What follows belongs to an exercise in optimizing a design on an open flow for small area; a production flow would make more cautious choices. In this exercise RTL edits were held to simulation tests only and were not proved equivalent to the original. Power figures rest on the tool's default switching activity, not on a simulated workload.

==> inputs of job 7169 <==
Design riscv, start of the top module:
module riscv(
    input clk,
    input reset,
    input [4:0] debug_reg_select,
    output [31:0] debug_reg_out,
    output [31:0] fetchPC,
    input  [31:0] imem_rdata,
    output [31:0] dmem_addr,
    output [31:0] dmem_wdata,
    output        dmem_we,
    output [1:0]  dmem_size,
    input  [31:0] dmem_rdata
);
Settings: LEC_CHECK=0, CAP_MARGIN=10, CORE_MARGIN=2, CORE_UTILIZATION=48.0, PLACE_DENSITY=0.68, SLEW_MARGIN=10, SYNTH_HIERARCHICAL=1; clock period 15.0 ns.
standard.sh (not shown) runs the stock make flow with config.mk's settings and CLKGATE_MAP_FILE= SYNTH_SCRIPT=/design/flow/synth_recipe.tcl, a recipe that flattens the netlist after the stock synthesis.
==> flow/flow/run.sh <==
#!/bin/bash
# Own layout flow: the standard ORFS flow (standard.sh, all steps), with
#  - every input and output port buffered by the smallest buffer, buf_1,
#    instead of the flow's default port buffer cell;
#  - the clock tree built from clkbuf_16 clusters of up to 28 sinks, without
#    dummy loads, under a clkbuf_8 root buffer;
#  - timing-driven global placement that sizes and buffers nets once, at 30%
#    overflow, instead of at the flow's default overflow levels.
# Each ORFS step writes its full log under orfs/logs/; make's own output goes
# to make_finish.log in this folder.
set -euo pipefail
export BUFFER_PORTS_ARGS="-buffer_cell sky130_fd_sc_hd__buf_1"
export CTS_ARGS="-sink_clustering_enable -repair_clock_nets -dont_use_dummy_load -buf_list sky130_fd_sc_hd__clkbuf_16 -sink_clustering_size 28 -sink_clustering_max_diameter 90 -root_buf sky130_fd_sc_hd__clkbuf_8"
export GLOBAL_PLACEMENT_ARGS="-timing_driven_net_reweight_overflow {30}"
bash standard.sh > make_finish.log 2>&1
==> job 4951 (differences from job 7169) <==
--- a/flow/design.v
+++ b/flow/design.v
@@ -184,38 +184,36 @@
 assign y = ~(a | b);
 endmodule
 module a21ox(input a1, a2, b1, output y);
 assign y = (a1 & a2) | b1;
 endmodule
 module oa221(input a1, a2, b1, b2, c1, output y);
 assign y = (a1 | a2) & (b1 | b2) & c1;
 endmodule
-module and2x(input a, b, output y);
-assign y = a & b;
-endmodule
-module a22ox(input a1, a2, b1, b2, output y);
-assign y = (a1 & a2) | (b1 & b2);
-endmodule
 module dec5 (
     input  [4:0]  a,
     output [30:0] y
 );
-wire [3:0] h;       
-wire [7:0] l;       
+wire [4:0] na;
+wire [3:0] nh;      
+wire [7:0] nl;      
 genvar k;
 generate
-    for (k = 0; k < 4; k = k + 1) begin : hi
-        assign h[k] = (a[4:3] == k);
+    for (k = 0; k < 5; k = k + 1) begin : n
+        invx u (.a(a[k]), .y(na[k]));
     end
-    for (k = 0; k < 8; k = k + 1) begin : lo
-        assign l[k] = (a[2:0] == k);
+    for (k = 0; k < 4; k = k + 1) begin : h
+        nand2x u (.a((k & 2) != 0 ? a[4] : na[4]), .b((k & 1) != 0 ? a[3] : na[3]), .y(nh[k]));
+    end
+    for (k = 0; k < 8; k = k + 1) begin : l
+        nand3x u (.a((k & 4) != 0 ? a[2] : na[2]), .b((k & 2) != 0 ? a[1] : na[1]), .c((k & 1) != 0 ? a[0] : na[0]), .y(nl[k]));
     end
     for (k = 1; k < 32; k = k + 1) begin : d
-        and2x u (.a(h[k/8]), .b(l[k%8]), .y(y[k-1]));
+        nor2x u (.a(nh[k/8]), .b(nl[k%8]), .y(y[k-1]));
     end
 endgenerate
 endmodule
 module dec5w (
     input  [4:0]  a,
     input         en,
     input         force1,
     output [30:0] y
@@ -304,17 +302,17 @@
 wire is_link   =  b6 & b2;              
 wire reg_write = ~(b5 & ~b4 & ~b2);     
 reg  [31:0] pc;
 wire [31:0] pc4;
 wire [31:0] tgt;
 wire [31:0] npc;
 wire [31:2] ic;
 assign ic[2] = 1'b1;
-genvar gi, gj;
+genvar gi;
 generate
     for (gi = 2; gi < 32; gi = gi + 1) begin : inc
         assign pc4[gi] = pc[gi] ^ ic[gi];
         if (gi < 31) begin : c
             assign ic[gi+1] = ic[gi] & pc[gi];
         end
     end
 endgenerate
@@ -333,25 +331,20 @@
 addchain #(30) tgt_add (.a(pc[31:2]), .b(imm_t[31:2]), .ci(pc[1] & imm_t[1]),
                         .s(tgt[31:2]), .pp(tgt_pp), .gg(tgt_gg), .co(tgt_co));
 wire [31:0] rs1, rs2, wd;
 wire [991:0] q;
 wire [30:0] wdec, sel1, sel2, sel3;
 dec5w dec_w (.a(ins[11:7]), .en(reg_write), .force1(reset), .y(wdec));
 generate
     for (gi = 1; gi < 32; gi = gi + 1) begin : x
-        reg  [31:0] r;
-        wire [31:0] d;
-        wire        wn;
-        invx i (.a(wdec[gi-1]), .y(wn));
-        for (gj = 0; gj < 32; gj = gj + 1) begin : b
-            a22ox m (.a1(wdec[gi-1]), .a2(wd[gj]), .b1(wn), .b2(r[gj]), .y(d[gj]));
-        end
+        reg [31:0] r;
         always @(posedge clk)
-            r <= d;
+            if (wdec[gi-1])
+                r <= wd;
         assign q[32*(gi-1) +: 32] = r;
     end
 endgenerate
 dec5 dec_1 (.a(ins[19:15]), .y(sel1));
 dec5 dec_2 (.a(ins[24:20]), .y(sel2));
 dec5 dec_3 (.a(debug_reg_select), .y(sel3));
 rf_rdport rp1 (.sel(sel1), .q(q), .rd(rs1));
 rf_rdport rp2 (.sel(sel2), .q(q), .rd(rs2));
==> flow/flow/run.sh (replaced) <==
#!/bin/bash
# Own layout flow: the standard ORFS flow (standard.sh, all steps), with
#  - every input and output port buffered by the smallest buffer, buf_1,
#    instead of the flow's default port buffer cell;
#  - the clock tree built from clkbuf_16 clusters of up to 28 sinks, without
#    dummy loads, under a clkbuf_8 root buffer.
# Each ORFS step writes its full log under orfs/logs/; make's own output goes
# to make_finish.log in this folder.
set -euo pipefail
export BUFFER_PORTS_ARGS="-buffer_cell sky130_fd_sc_hd__buf_1"
export CTS_ARGS="-sink_clustering_enable -repair_clock_nets -dont_use_dummy_load -buf_list sky130_fd_sc_hd__clkbuf_16 -sink_clustering_size 28 -sink_clustering_max_diameter 90 -root_buf sky130_fd_sc_hd__clkbuf_8"
bash standard.sh > make_finish.log 2>&1
==> flow/config.mk (replaced) <==
export PLATFORM = sky130hd
export DESIGN_NAME = riscv
export DESIGN_NICKNAME = riscv
export VERILOG_FILES = /design/flow/design.v
export SDC_FILE = /design/flow/constraint.sdc
export NUM_CORES = 8
export LEC_CHECK = 0
export CAP_MARGIN = 10
export CORE_MARGIN = 2
export CORE_UTILIZATION = 55.0
export PLACE_DENSITY = 0.8
export SLEW_MARGIN = 10
export SYNTH_HIERARCHICAL = 1
==> job 1422 (differences from job 7169) <==
==> flow/config.mk (replaced) <==
export PLATFORM = sky130hd
export DESIGN_NAME = riscv
export DESIGN_NICKNAME = riscv
export VERILOG_FILES = /design/flow/design.v
export SDC_FILE = /design/flow/constraint.sdc
export NUM_CORES = 8
export LEC_CHECK = 0
export CAP_MARGIN = 10
export CORE_MARGIN = 2
export CORE_UTILIZATION = 55.0
export PLACE_DENSITY = 0.75
export SLEW_MARGIN = 10
export SYNTH_HIERARCHICAL = 1
==> run summary <==
WL met2 between 100000 and 150000 µm; synthesis-to-finish area growth 9.770%; met3 WL just over 50000 µm; gr usage total between 50 and 60%; Gate power share between 30 and 40%; inverter count 105; outcome timing/DRC/antenna clean; syn nets ~4800
The numbers above come from job 1422.

==> run summary <==
crit path from imem_rdata[22]; syn nets about 3800; Gate power share 28.4%; crit end category primary output; Final clock-cell share approximately 2.0%; outcome timing/DRC/antenna clean; met3 WL 50480 µm; gr usage total between 40% and 50%; inverter count 89; synthesis-to-finish area growth 9.894%; WL met2 roughly 90000 µm; GR Layer Usage met1 55.57%
The numbers above come from job 4951.

==> run summary <==
inverter count 105; synthesized cell area around 50000 µm²; syn nets 4785; synthesis-to-finish area growth 10.07%; met3 WL roughly 51000 µm; Post-Route WL ~280000 µm; TritonCTS Buffers 47; Gate power share about a third; DR pass1 iterations 17; gr usage total between 40% and 50%; outcome timing/DRC/antenna clean
The numbers above come from job 7169.

-- static timing again, ports no longer ideal --
The results above use ideal ports. As a check the final layouts listed here were re-extracted and re-timed, cells and wires unchanged.
Step 1 assumes that a clkbuf_16 drives the clock port and a buf_2 every other input.
Step 2 moves the port delays by t, midway between the first and last clock arrival at a register: inputs arrive t later, outputs are due t later. That takes back most of the time a late clock gives input paths.
Slacks: no drivers / after step 1 / after step 2; pairs: no drivers / after step 1.
run | t (ns) | setup WS [ns] | clock arrival spread, ns | slew at the worst register clock pin (ns) | pins driven straight from the clock port
job 7169 | 0.914 | 0.961 / 0.926 / 0.926 | 0.109 / 0.109 | 0.12 / 0.12 | 1
job 4951 | 0.855 | 0.575 / 0.550 / 0.550 | 0.169 / 0.169 | 0.11 / 0.11 | 1
job 1422 | 0.951 | 0.761 / 0.735 / 0.735 | 0.159 / 0.159 | 0.12 / 0.12 | 1
After both steps setup and hold are still met in every run listed. For job 7169, which loses most, drivers alone change the setup slack by -0.035 ns; drivers and shift together by -0.035 ns.
